From an optimization exercise on the open Yosys and OpenROAD flow, aimed at small area; shortcuts taken in it are not production practice. Only simulation tests tie the RTL to the original design; equivalence was not proved. Power figures rest on the tool's default switching activity, not on a simulated workload.

==> design/flow/design.v <==
`timescale 1ns / 1ps
module ram72bit(
    input clk,
    input we,               
    input [3:0] wa,         
    input [71:0] wd,        
    input [3:0] pa,         
    input adv,              
    output reg [71:0] w0,
    output reg [71:0] cur,
    output reg [71:0] nxt,
    output reg byp,         
    output reg pz,          
    output reg nsel         
    );
    reg [15*72-1:0] ring;    
    reg [3:0] q;
    reg pend;
    wire ins = pend && (q == wa);
    wire [71:0] x = ins ? wd : ring[71:0];
    wire stale = adv || nsel;
    always @ (posedge clk) begin
        ring <= {x, ring[15*72-1:72]};
        q <= (q == 4'd15) ? 4'd1 : q + 4'd1;
    end
    always @ (posedge clk) begin
        if (we && wa != 0) pend <= 1'b1;
        else if (ins)      pend <= 1'b0;
        if (we && wa == 0) w0 <= wd;
        if (q == pa) cur <= x;
        if (q == pa + 4'd1 && !stale) nxt <= x;
        nsel <= stale && q != pa && pa != 0;
        pz <= pa == 0;
        byp <= we || (pend && wa == pa);
    end
endmodule
`timescale 1ns / 1ps
module serial(
    input clk,
    input rst,
    input rx,                    
    output tx,
    output [3:0] wa,             
    output reg [71:0] d,         
    output reg we,               
    output reg [1:0] mode,       
    output reg [71:0] ind        
    );
    reg [2:0] tdiv7;
    always @ (posedge clk)
        if (rst)                tdiv7 <= 3'd7;
        else if (tdiv7 == 3'd6) tdiv7 <= 3'd0;
        else if (tdiv7 == 3'd7) tdiv7 <= 3'd1;
        else                    tdiv7 <= tdiv7 + 3'd1;
    wire tick = (tdiv7 == 3'd0);
    reg [2:0] rdiv;
    reg rrst;
    reg [3:0] rcnt;
    reg [7:0] rsh;               
    reg dr;                      
    wire rgo = !rrst && tick && rdiv == 3'd7;
    always @ (posedge clk) begin
        if (rst)       rdiv <= 3'd0;
        else if (rrst) rdiv <= 3'd4;
        else if (tick) rdiv <= rdiv + 3'd1;
    end
    always @ (posedge clk) begin
        dr <= 1'b0;
        rrst <= 1'b0;
        if (rst) begin
            rcnt <= 4'd0;
        end else if (rcnt == 4'd1) begin
            if (rx) rcnt <= 4'd0;
        end else if (rcnt != 4'd0) begin
            if (rgo) begin
                if (rcnt != 4'd2) rsh <= {rx, rsh[7:1]};
                else              dr <= 1'b1;
                rcnt <= rcnt - 4'd1;
            end
        end else if (!rx) begin
            rrst <= 1'b1;
            rcnt <= 4'd11;
        end
    end
    reg xmit;
    reg [2:0] tdiv;
    reg trst;
    reg [3:0] tcnt;
    reg [8:0] tsh;               
    wire [7:0] src;              
    assign tx = tsh[0];
    wire tgo = !trst && tick && tdiv == 3'd7;
    wire busy = xmit || tcnt != 4'd0;
    always @ (posedge clk) begin
        if (rst || trst) tdiv <= 3'd0;
        else if (tick)   tdiv <= tdiv + 3'd1;
    end
    always @ (posedge clk) begin
        trst <= 1'b0;
        if (rst) begin
            tcnt <= 4'd0;
            tsh <= 9'h1ff;
        end else if (xmit) begin
            trst <= 1'b1;
            tcnt <= 4'd10;
            tsh <= {src, 1'b0};
        end else if (tcnt != 4'd0 && tgo) begin
            tsh <= {1'b1, tsh[8:1]};
            tcnt <= tcnt - 4'd1;
        end
    end
    localparam [4:0] IDLE = 5'd0, IDLE_D = 5'd1, IDLE_M = 5'd2, IDLE_I = 5'd3,
                     RA = 5'd4, RD0 = 5'd5, RD8 = 5'd13,
                     RB0 = 5'd14, RB1 = 5'd15, RB2 = 5'd16, RB10 = 5'd24,
                     SM = 5'd25, IND = 5'd26, IND1 = 5'd27, IND2 = 5'd28;
    reg [4:0] s;
    reg [7:0] a;
    reg [4:0] led;
    reg [2:0] lb;
    assign wa = a[3:0];
    wire in_rd = s >= RD0 && s <= RD8;
    wire in_rbd = s >= RB2 && s <= RB10;
    wire idle = s <= IDLE_I;
    assign src = (s == RB0)    ? 8'h6f :
                 (s == RB1)    ? a :
                 in_rbd        ? d[71:64] :
                 (s == IDLE_D) ? 8'h64 :
                 (s == IDLE_M) ? rsh :
                 (s == IDLE_I) ? {5'd0, lb} :
                                 {3'd0, led};
    always @ (posedge clk)
        if ((dr && in_rd) || (xmit && in_rbd)) d <= {d[63:0], rsh};
    wire upd = s == IND2 && !busy;
    wire [2:0] lbr = lb & {3{~rst}};
    integer c;
    always @ (posedge clk)
        for (c = 0; c < 24; c = c + 1)
            if (rst || (upd && led == c)) ind[3*c +: 3] <= lbr;
    always @ (posedge clk) begin
        xmit <= 1'b0;
        we <= 1'b0;
        if (rst) begin
            mode <= 2'd0;
            s <= IDLE;
        end else if (idle) begin
            if (dr) begin
                if (rsh == "w")      s <= RA;
                else if (rsh == "m") s <= SM;
                else if (rsh == "i") s <= IND;
                else                 s <= IDLE;
            end
        end else if (s == RA) begin
            if (dr) begin a <= rsh; s <= RD0; end
        end else if (in_rd) begin
            if (dr) begin
                s <= s + 5'd1;
                if (s == RD8) begin xmit <= 1'b1; we <= 1'b1; end
            end
        end else if (s >= RB0 && s <= RB10) begin
            if (!busy) begin
                xmit <= 1'b1;
                s <= (s == RB10) ? IDLE_D : s + 5'd1;
            end
        end else if (s == SM) begin
            if (dr) begin mode <= rsh[1:0]; xmit <= 1'b1; s <= IDLE_M; end
        end else if (s == IND) begin
            if (dr) begin led <= rsh[4:0]; s <= IND1; end
        end else if (s == IND1) begin
            if (dr) begin lb <= rsh[2:0]; xmit <= 1'b1; s <= IND2; end
        end else if (s == IND2) begin
            if (!busy) begin
                xmit <= 1'b1;
                s <= IDLE_I;
            end
        end else begin
            s <= IDLE;
        end
    end
endmodule
`timescale 1ns / 1ps
module lights(
    input clk,
    input rst,
    input rx,
    output tx,
    output [2*12-1:0] leds
    );
    reg [4:0] rx_sync;
    always @ (posedge clk)
        if (rst) rx_sync <= 5'b11111;
        else     rx_sync <= {rx_sync[3:0], rx};
    reg [20:0] cd;
    always @ (posedge clk)
        if (rst) cd <= 21'h7fe;
        else     cd <= cd + 21'd1;
    wire step = &cd[11:0];
    wire adv  = ~|cd[11:0];                  
    wire [3:0] pa = cd[15:12];
    wire cd20 = cd[20] ^ (cd[19:0] < 20'h7fe);    
    wire [3:0] wa;
    wire [71:0] wd, leds_i, w0, cur, nxt;
    wire byp, pz, nsel;
    wire we;
    wire [1:0] mode;
    serial s(.clk(clk), .rst(rst), .rx(rx_sync[4]), .tx(tx),
             .wa(wa), .d(wd), .we(we), .mode(mode), .ind(leds_i));
    ram72bit p(.clk(clk), .we(we), .wa(wa), .wd(wd), .pa(pa), .adv(adv),
               .w0(w0), .cur(cur), .nxt(nxt), .byp(byp), .pz(pz), .nsel(nsel));
    reg [7:0] r;
    always @ (posedge clk)
        if (rst || step) r <= rst ? 8'd5 : {r[6:0], r[7] ^ r[5] ^ r[4] ^ r[3]};
    wire [23:0] go;
    assign go[0] = (r[3]) & (r[4]) & (r[5]) & (r[6]) & (r[7]);
    assign go[1] = (r[0] ^ r[1] ^ r[2] ^ r[4] ^ r[6] ^ r[7]) & (r[0] ^ r[1] ^ r[2] ^ r[3] ^ r[4] ^ r[6] ^ r[7]) & (r[0] ^ r[1] ^ r[2] ^ r[3] ^ r[6] ^ r[7]) & (r[0] ^ r[1] ^ r[2] ^ r[3] ^ r[5] ^ r[6] ^ r[7]) & (r[0] ^ r[1] ^ r[2] ^ r[3] ^ r[5] ^ r[7]);
    assign go[2] = (r[1] ^ r[4] ^ r[7]) & (r[0] ^ r[2] ^ r[4] ^ r[6]) & (r[1] ^ r[3] ^ r[5] ^ r[7]) & (r[0] ^ r[2] ^ r[5]) & (r[1] ^ r[3] ^ r[6]);
    assign go[3] = (r[1] ^ r[2] ^ r[3] ^ r[4] ^ r[7]) & (r[0] ^ r[2] ^ r[3] ^ r[6]) & (r[1] ^ r[3] ^ r[4] ^ r[7]) & (r[0] ^ r[2] ^ r[6]) & (r[1] ^ r[3] ^ r[7]);
    assign go[4] = (r[1] ^ r[2] ^ r[4] ^ r[7]) & (r[0] ^ r[2] ^ r[3] ^ r[4] ^ r[6]) & (r[1] ^ r[3] ^ r[4] ^ r[5] ^ r[7]) & (r[0] ^ r[2]) & (r[1] ^ r[3]);
    assign go[5] = (r[0] ^ r[3] ^ r[6]) & (r[1] ^ r[4] ^ r[7]) & (r[0] ^ r[2] ^ r[4] ^ r[6]) & (r[1] ^ r[3] ^ r[5] ^ r[7]) & (r[0] ^ r[2] ^ r[5]);
    assign go[6] = (r[2] ^ r[3]) & (r[3] ^ r[4]) & (r[4] ^ r[5]) & (r[5] ^ r[6]) & (r[6] ^ r[7]);
    assign go[7] = (r[1] ^ r[3]) & (r[2] ^ r[4]) & (r[3] ^ r[5]) & (r[4] ^ r[6]) & (r[5] ^ r[7]);
    assign go[8] = (r[1]) & (r[2]) & (r[3]) & (r[4]) & (r[5]);
    assign go[9] = (r[0] ^ r[2] ^ r[3] ^ r[4] ^ r[6] ^ r[7]) & (r[0] ^ r[1] ^ r[3] ^ r[6] ^ r[7]) & (r[0] ^ r[1] ^ r[2] ^ r[5] ^ r[6] ^ r[7]) & (r[0] ^ r[1] ^ r[2] ^ r[3] ^ r[4] ^ r[5] ^ r[7]) & (r[0] ^ r[1] ^ r[2] ^ r[3]);
    assign go[10] = (r[3] ^ r[4] ^ r[7]) & (r[0] ^ r[6]) & (r[1] ^ r[7]) & (r[0] ^ r[2] ^ r[4] ^ r[5] ^ r[6]) & (r[1] ^ r[3] ^ r[5] ^ r[6] ^ r[7]);
    assign go[11] = (r[2] ^ r[4] ^ r[7]) & (r[0] ^ r[3] ^ r[4] ^ r[6]) & (r[1] ^ r[4] ^ r[5] ^ r[7]) & (r[0] ^ r[2] ^ r[4]) & (r[1] ^ r[3] ^ r[5]);
    assign go[12] = (r[2] ^ r[3] ^ r[4] ^ r[7]) & (r[0] ^ r[3] ^ r[6]) & (r[1] ^ r[4] ^ r[7]) & (r[0] ^ r[2] ^ r[4] ^ r[6]) & (r[1] ^ r[3] ^ r[5] ^ r[7]);
    assign go[13] = (r[0] ^ r[1] ^ r[6]) & (r[1] ^ r[2] ^ r[7]) & (r[0] ^ r[2] ^ r[3] ^ r[4] ^ r[5] ^ r[6]) & (r[1] ^ r[3] ^ r[4] ^ r[5] ^ r[6] ^ r[7]) & (r[0] ^ r[2] ^ r[7]);
    assign go[14] = (r[1] ^ r[2]) & (r[2] ^ r[3]) & (r[3] ^ r[4]) & (r[4] ^ r[5]) & (r[5] ^ r[6]);
    assign go[15] = (r[6]) & (r[7]) & (r[0] ^ r[4] ^ r[5] ^ r[6]) & (r[1] ^ r[5] ^ r[6] ^ r[7]) & (r[0] ^ r[2] ^ r[4] ^ r[5] ^ r[7]);
    assign go[16] = (r[3] ^ r[6]) & (r[4] ^ r[7]) & (r[0] ^ r[4] ^ r[6]) & (r[1] ^ r[5] ^ r[7]) & (r[0] ^ r[2] ^ r[4] ^ r[5]);
    assign go[17] = (r[0] ^ r[1] ^ r[2] ^ r[4] ^ r[7]) & (r[0] ^ r[1] ^ r[2] ^ r[3] ^ r[4] ^ r[6]) & (r[1] ^ r[2] ^ r[3] ^ r[4] ^ r[5] ^ r[7]) & (r[0] ^ r[2] ^ r[3]) & (r[1] ^ r[3] ^ r[4]);
    assign go[18] = (r[1] ^ r[4] ^ r[6] ^ r[7]) & (r[0] ^ r[2] ^ r[4] ^ r[6] ^ r[7]) & (r[0] ^ r[1] ^ r[3] ^ r[4] ^ r[6] ^ r[7]) & (r[0] ^ r[1] ^ r[2] ^ r[6] ^ r[7]) & (r[0] ^ r[1] ^ r[2] ^ r[3] ^ r[4] ^ r[5] ^ r[6] ^ r[7]);
    assign go[19] = (r[1] ^ r[2] ^ r[3] ^ r[4] ^ r[6] ^ r[7]) & (r[0] ^ r[2] ^ r[3] ^ r[6] ^ r[7]) & (r[0] ^ r[1] ^ r[3] ^ r[5] ^ r[6] ^ r[7]) & (r[0] ^ r[1] ^ r[2] ^ r[5] ^ r[7]) & (r[0] ^ r[1] ^ r[2] ^ r[3] ^ r[4] ^ r[5]);
    assign go[20] = (r[1] ^ r[2] ^ r[4] ^ r[6] ^ r[7]) & (r[0] ^ r[2] ^ r[3] ^ r[4] ^ r[6] ^ r[7]) & (r[0] ^ r[1] ^ r[3] ^ r[6] ^ r[7]) & (r[0] ^ r[1] ^ r[2] ^ r[5] ^ r[6] ^ r[7]) & (r[0] ^ r[1] ^ r[2] ^ r[3] ^ r[4] ^ r[5] ^ r[7]);
    assign go[21] = (r[0] ^ r[3]) & (r[1] ^ r[4]) & (r[2] ^ r[5]) & (r[3] ^ r[6]) & (r[4] ^ r[7]);
    assign go[22] = (r[2] ^ r[3] ^ r[6]) & (r[3] ^ r[4] ^ r[7]) & (r[0] ^ r[6]) & (r[1] ^ r[7]) & (r[0] ^ r[2] ^ r[4] ^ r[5] ^ r[6]);
    assign go[23] = (r[1] ^ r[3] ^ r[6]) & (r[2] ^ r[4] ^ r[7]) & (r[0] ^ r[3] ^ r[4] ^ r[6]) & (r[1] ^ r[4] ^ r[5] ^ r[7]) & (r[0] ^ r[2] ^ r[4]);
    wire [71:0] leds_r;
    genvar k;
    generate
        for (k = 0; k < 24; k = k + 1) begin : tw
            reg [3:0] st;
            reg f;
            reg [2:0] o;
            always @ (*)
                case (st)
                    4'b0000: begin f = go[k]; o = 3'd0; end
                    4'b0001: begin f = 1'b0;  o = 3'd1; end
                    4'b0010: begin f = 1'b0;  o = 3'd2; end
                    4'b0100: begin f = 1'b1;  o = 3'd3; end
                    4'b1001: begin f = 1'b1;  o = 3'd4; end
                    4'b0011: begin f = 1'b1;  o = 3'd5; end
                    4'b0111: begin f = 1'b1;  o = 3'd6; end
                    4'b1111: begin f = 1'b0;  o = 3'd7; end
                    4'b1110: begin f = 1'b1;  o = 3'd6; end
                    4'b1101: begin f = 1'b1;  o = 3'd5; end
                    4'b1011: begin f = 1'b0;  o = 3'd4; end
                    4'b0110: begin f = 1'b0;  o = 3'd3; end
                    4'b1100: begin f = 1'b0;  o = 3'd2; end
                    4'b1000: begin f = 1'b0;  o = 3'd1; end
                    default: begin f = 1'b0;  o = 3'd0; end
                endcase
            always @ (posedge clk)
                if (rst || step) st <= {st[2:0], f} & {4{~rst}};
            assign leds_r[3*k +: 3] = o;
        end
    endgenerate
    wire [7:0] pc = cd[7:0];
    wire [2:0] lvl = (pc >= 8'd254) ? 3'd0 :
                     (pc < 8'd13)   ? 3'd0 :
                     (pc < 8'd33)   ? 3'd1 :
                     (pc < 8'd61)   ? 3'd2 :
                     (pc < 8'd97)   ? 3'd3 :
                     (pc < 8'd141)  ? 3'd4 :
                     (pc < 8'd193)  ? 3'd5 :
                     (pc < 8'd253)  ? 3'd6 : 3'd7;
    function gt3(input [2:0] a, input [2:0] b);
        gt3 = (a[2] & ~b[2]) |
              (~(a[2] ^ b[2]) & ((a[1] & ~b[1]) | (~(a[1] ^ b[1]) & a[0] & ~b[0])));
    endfunction
    wire sel_r = mode == 2'd2 || (mode == 2'd0 && cd20);
    wire sel_i = mode == 2'd3;
    wire sel_p = !sel_r && !sel_i;
    wire e_wd = sel_p && byp;
    wire e_w0 = sel_p && !byp && pz;
    wire e_n  = sel_p && !byp && !pz && nsel;
    wire e_c  = sel_p && !byp && !pz && !nsel;
    wire [71:0] v = ({72{e_wd}} & wd) | ({72{e_w0}} & w0) | ({72{e_n}} & nxt) |
                    ({72{e_c}} & cur) | ({72{sel_r}} & leds_r) | ({72{sel_i}} & leds_i);
    generate
        for (k = 0; k < 24; k = k + 1) begin : pwm
            assign leds[k] = gt3(v[3*k +: 3], lvl);
        end
    endgenerate
endmodule
==> design/flow/flow/run.sh <==
#!/bin/bash
# The standard layout (standard.sh) with two changes:
#  - synthesis maps the logic with an area-oriented ABC script (flow/area.abc)
#    in place of ORFS's speed script; the standard flow's synthesis script is otherwise
#    used as is (same flip-flop mapping and register names);
#  - clock tree synthesis uses clkbuf_8 leaf clusters of at most 18 sinks and
#    no dummy loads.
# The make output goes to flow.log; ORFS keeps each step's log in orfs/logs.
set -euo pipefail
here=$(pwd)
cat > "$here/area_synth.tcl" <<TCL
proc abc {args} {
    set i [lsearch -exact \$args -script]
    if {\$i >= 0} { lset args [expr {\$i + 1}] $here/flow/area.abc }
    yosys abc {*}\$args
}
source $here/synth_recipe.tcl
TCL
sed "s#SYNTH_SCRIPT=[^ ]*#SYNTH_SCRIPT=$here/area_synth.tcl#" standard.sh > area_standard.sh
export CTS_ARGS="-sink_clustering_enable -repair_clock_nets -dont_use_dummy_load -buf_list {sky130_fd_sc_hd__clkbuf_4 sky130_fd_sc_hd__clkbuf_8} -sink_clustering_size 12 -sink_clustering_max_diameter 40"
export BUFFER_PORTS_ARGS="-buffer_cell sky130_fd_sc_hd__buf_1"
bash area_standard.sh > flow.log 2>&1
==> design/flow/flow/area.abc <==
strash
&get -n
&deepsyn -T 60
&put
dc2
strash
dch -f
map -a
mfs2
strash
dc2
strash
dch -f
map -a
mfs2
strash
dc2
dch -f
map -a
topo
==> design/flow/standard.sh <==
#!/bin/bash
# synth_recipe.tcl (not shown) runs the flow's synth.tcl, then flattens the netlist and writes it again
# the make line also repeats each setting of config.mk as NAME=value (left out here)
make -C /OpenROAD-flow-scripts/flow DESIGN_CONFIG=/design/flow/config.mk WORK_HOME=/design/flow/orfs CLKGATE_MAP_FILE= SYNTH_SCRIPT=/design/flow/synth_recipe.tcl "${@:-finish}"
==> design/flow/config.mk <==
export PLATFORM = sky130hd
export DESIGN_NAME = lights
export DESIGN_NICKNAME = lights
export VERILOG_FILES = /design/flow/design.v
export SDC_FILE = /design/flow/constraint.sdc
export NUM_CORES = 4
export LEC_CHECK = 0
export CAP_MARGIN = 20
export CORE_MARGIN = 2
export CORE_UTILIZATION = 70
export SLEW_MARGIN = 20
==> design/flow/constraint.sdc <==
create_clock -name core_clock -period 10.0 [get_ports {clk}]
set_input_delay 2.0000 -clock core_clock [delete_from_list [all_inputs] [get_ports {clk}]]
set_output_delay 2.0000 -clock core_clock [all_outputs]
set_load 0.01 [all_outputs]
==> parameters.txt <==
Parameter                              Value

Worst setup path
  Register-to-Register Setup Slack    6130 ps
  Launching point of the worst reg2reg path    s.s[2]$_SDFFE_PP0P_
  Worst Path Max Fanout    between 40 and 50
  Setup crit end kind    output pin
  Data required time at the worst endpoint    about 8000 ps
  Worst reg-to-reg path cell count    10
  FF-to-FF End    s.d[58]$_DFFE_PP_
  Worst setup SP type    flop
  Crit. Startpoint    cd[7]$_SDFF_PP1_
  Critical path data arrival time    slightly above 6000 ps
  Kind of critical path    reg2out

Route
  Wire length per cell after detailed routing    between 20 and 25 um
  Remaining antenna violation count after routing    0
  Via count of the routed design    26500
  DRC violation count after routing    0
  Via density per instance    between 5 and 6
  First drt pass iteration count    8
  Aggregate routed wire length    101 mm
  DRT iter0 DRCs    2763

Power and ir drop
  Clk pwr share    0.301
  Total power density per cell area    between 200 and 250 mW/mm^2
  Sequential Power Share    0.602
  Portion of total power attributed to combinational logic    0.097
  Psw    roughly 0.0028 W
  Internal power    0.00879 W
  Leak Pwr    between 15 and 20 nW
  Worst VDD drop    219 uV
  Fraction of power spent switching nets    0.242

Clock tree
  H-Tree Level Count    4
  Clock root buffer    clkbuf_8
  Clock edge transition at the registers on the reported setup and hold paths    70 ps
  CTS tree    yes
  Post-CTS setup buffers    0
  Sinks on the clock net    1640
  Clock latency on the worst-skew pair    about 810 ps
  Hold-fix buffer count after cts    0
  Number of resized instances in the post-cts repair step    0
  Number of clock buffers inserted by TritonCTS    between 150 and 200
  Maximum buffer depth of the clock tree    3

STA
  Final Hold Viols    0
  Fmax achieved    approximately 0.12 GHz
  Setup total negative slack    0 ps
  Period minus WS final    8060 ps
  Post-route setup slack    1940 ps
  Max-slew headroom at the worst pin    0.229
  Total setup violations reported at the end of the flow    0
  Final worst path period share    0.806
  Number of slew-limit violations in the final report    0
  Worst-Margin Slew    roughly 1100 ps
  RSZ-0062 raised after global routing    false
  Final clock skew    approximately 90 ps

Hold path
  Cell depth of the worst min-delay path    0
  End of the worst hold path    p.ring[433]$_DFF_P_
  Worst min-delay path category    reg2reg
  Min-delay src    p.ring[505]$_DFF_P_

Outcome
  Result of the run    complete, no violations

Synth
  Number of enable-type register cells in the synthesized netlist    a little under 500
  Post-synthesis sequential area ratio    0.795
  Syn Inst Count    about 3400
  Post-Syn Area    about 0.047 sq mm
  Main flop type after synthesis    dfxtp_1
  Flip-flop and latch count after synthesis    1640
  Synthesized area divided by synthesized cell count    around 14 sq um
  Synth warnings    3
  Distinct cell type count after synthesis    43
  Post-synth net total    ~3500
  Fraction of registers with async set or reset after synthesis    0

Finish
  Number of inserted filler cells in the final layout    3717
  Final nets    3662
  Post-Route Utilization    0.762
  Layout Cell Area excl Fill    about 0.05 sq mm
  Post-route insts no fill    about 4500
  Share of post-route cells with drive strength above 1    0.0829
  P&R area growth vs syn    7.91%

Die
  Initial Utilization    0.706
  CORE AREA    between 0.06 and 0.07 sq mm
  Die Outline Area    ~0.07 sq mm
  Number of top-level design ports    28
  Number of placement rows    95
  Width of the die    264 um
  Die H    264 um

Job
  Max-cap check violation count    0

Global routing
  Initial antenna violation count    2
  Global-route wire length before repair    154 mm
  Vias in the first global route    about 27000
  Global Route Usage Sum    0.291
  Maximum number of pins on one net before global-route repair    84
  GRT overflow    0

Placed design
  Count of buffers inserted at the top-level ports    27
  Count of placed standard cells including taps    4284
  Half-perimeter wire length of the detailed placement result    roughly 64 mm
  Post-placement cell area    around 0.05 sq mm
  Weighted congestion at the end of routability-driven global placement    around 0.9
  Worst setup slack before clock tree synthesis    about 2900 ps
==> cell families after synthesis <==
kind of cell / synth area share
xor+xnor: 0.00683
buf+inv: 0.0253
simple gates: 0.0623
mux: 0.0142
flops: 0.795
compound gates: 0.0763
fa+ha+maj: 0.0195
==> layout make-up <==
type	count	area, sq um	area share
Timing Repair Buffer	55	319	0.00624
Antenna cell	3	7.51	0.000147
Multi-Input combinational cell	1444	8620	0.169
Inverter	272	1040	0.0203
Sequential cell	1640	37700	0.737
Clock buffer	172	2370	0.0463
Tap cell	873	1090	0.0213
==> worst max-delay path, cell delays in order (launching register included) <==
cell and delay [ps]:
dfxtp_2 390, clkinv_2 120, nor3_2 240, clkinv_1 140, a21oi_2 180, nand2_1 140
nor2_1 190, nor4_1 80, xor2_1 200, nand2_2 120, nand2_8 320, clkinv_8 270
nor4_2 630, buf_4 550, buf_4 510, a221oi_1 240, nand3_1 160, ha_1 240
a31oi_1 210, o21bai_1 90, buf_1 130
==> synth_stat cells, drive strengths merged (2+ instances only) <==
library cell	n	area [sq um]
o21bai	25	188
o221ai	2	17.5
nand3	89	445
nand2	226	848
a22oi	98	736
o2111ai	7	61.3
a211oi	18	135
o41ai	7	61.3
a2111oi	3	26.3
o21ai	124	621
mux2	60	676
nor4	19	119
o21a	2	15.0
a221oi	48	420
o211ai	12	90.1
buf	24	180
a21oi	149	746
or2	8	50.1
a32oi	6	52.6
nor3	39	195
o22ai	15	93.8
nor2	297	1110
edfxtp	488	14700
xor2	31	272
nand4	25	156
dfxtp	1152	23100
xnor2	6	52.6
ha	74	926
o32ai	3	26.3
clkinv	272	1020
a31oi	38	238
a41oi	2	17.5
==> layer usage <==
metal / vias up / track usage / routed length (um)
met1: 12700 / 0.388 / 41000
met2: 1399 / 0.469 / 47300
met3: 288 / 0.0567 / 8310
met4: 0 / 0.127 / 3950
met5: - / 0 / 0
li1: 12100 / - / -
==> power by group through the flow <==
| stage | clock network (W) | logic [W] | registers, W |
|---|---|---|---|
| floorplan | 0 | 0.000790 | 0.00711 |
| global placement | 0 | 0.00103 | 0.00712 |
| detailed placement | 0 | 0.00109 | 0.00713 |
| CTS | 0.00356 | 0.00111 | 0.00698 |
| global route | 0.00378 | 0.00123 | 0.00699 |
| finish | 0.00349 | 0.00112 | 0.00698 |
==> state kept, by name (all words and copies together) (netlist names), 21 cells and up <==
name    flops
tw.st      96
p.nxt      72
p.cur      72
s.d        72
p.ring   1080
cd         21
p.w0       72
s.ind      72
==> worst max-delay path by stage <==
stage                     to  slack (ps)  cells past startpoint
global placement    leds[19]        3170                     20
global route        leds[14]        1590                     20
finish              leds[17]        1940                     20
floorplan           leds[12]        -190                     18
detailed placement  leds[17]        2940                     20
CTS                 leds[17]        1980                     20
==> layout by cell type (no fill, tap or decap), types with 48 or more instances in the layout <==
| cell type | n |
|---|---|
| nand2_1 | 223 |
| o21ai_0 | 122 |
| nand3_1 | 89 |
| a21oi_1 | 148 |
| a22oi_1 | 98 |
| dfxtp_1 | 1149 |
| nor2_1 | 293 |
| edfxtp_1 | 488 |
| a221oi_1 | 48 |
| ha_1 | 74 |
| clkbuf_8 | 172 |
| clkinv_1 | 267 |
| mux2_2 | 60 |
==> stage by stage <==
stage               hold WS (ps)  power, W
floorplan                    310   0.00790
finish                       282    0.0116
detailed placement           312   0.00822
global placement             310   0.00815
CTS                          277    0.0116
global route                 278    0.0120

## re-timing with driven ports
In the flow no input, the clock included, has a driving cell. The finished layout below was timed again as built, in two steps. Step 1 sets driving cells, clkbuf_16 on the clock port and buf_2 on the other inputs (assumed; they add their load-dependent delay and slew). Step 2 times the ports against the registers' clock, not the clock port: input delays grow and output delays shrink by t, the midpoint of the rising clock arrivals with the driver on. Three values: ideal, step 1, step 2; two values: the first two.
shift t [ns]: 0.826
slack for setup (ns): 1.939 / 1.880 / 2.706
worst setup path at the end: register to output
After both steps this run still meets setup and hold. For this run, drivers alone change the setup slack by -0.059 ns; drivers and shift together by +0.767 ns.
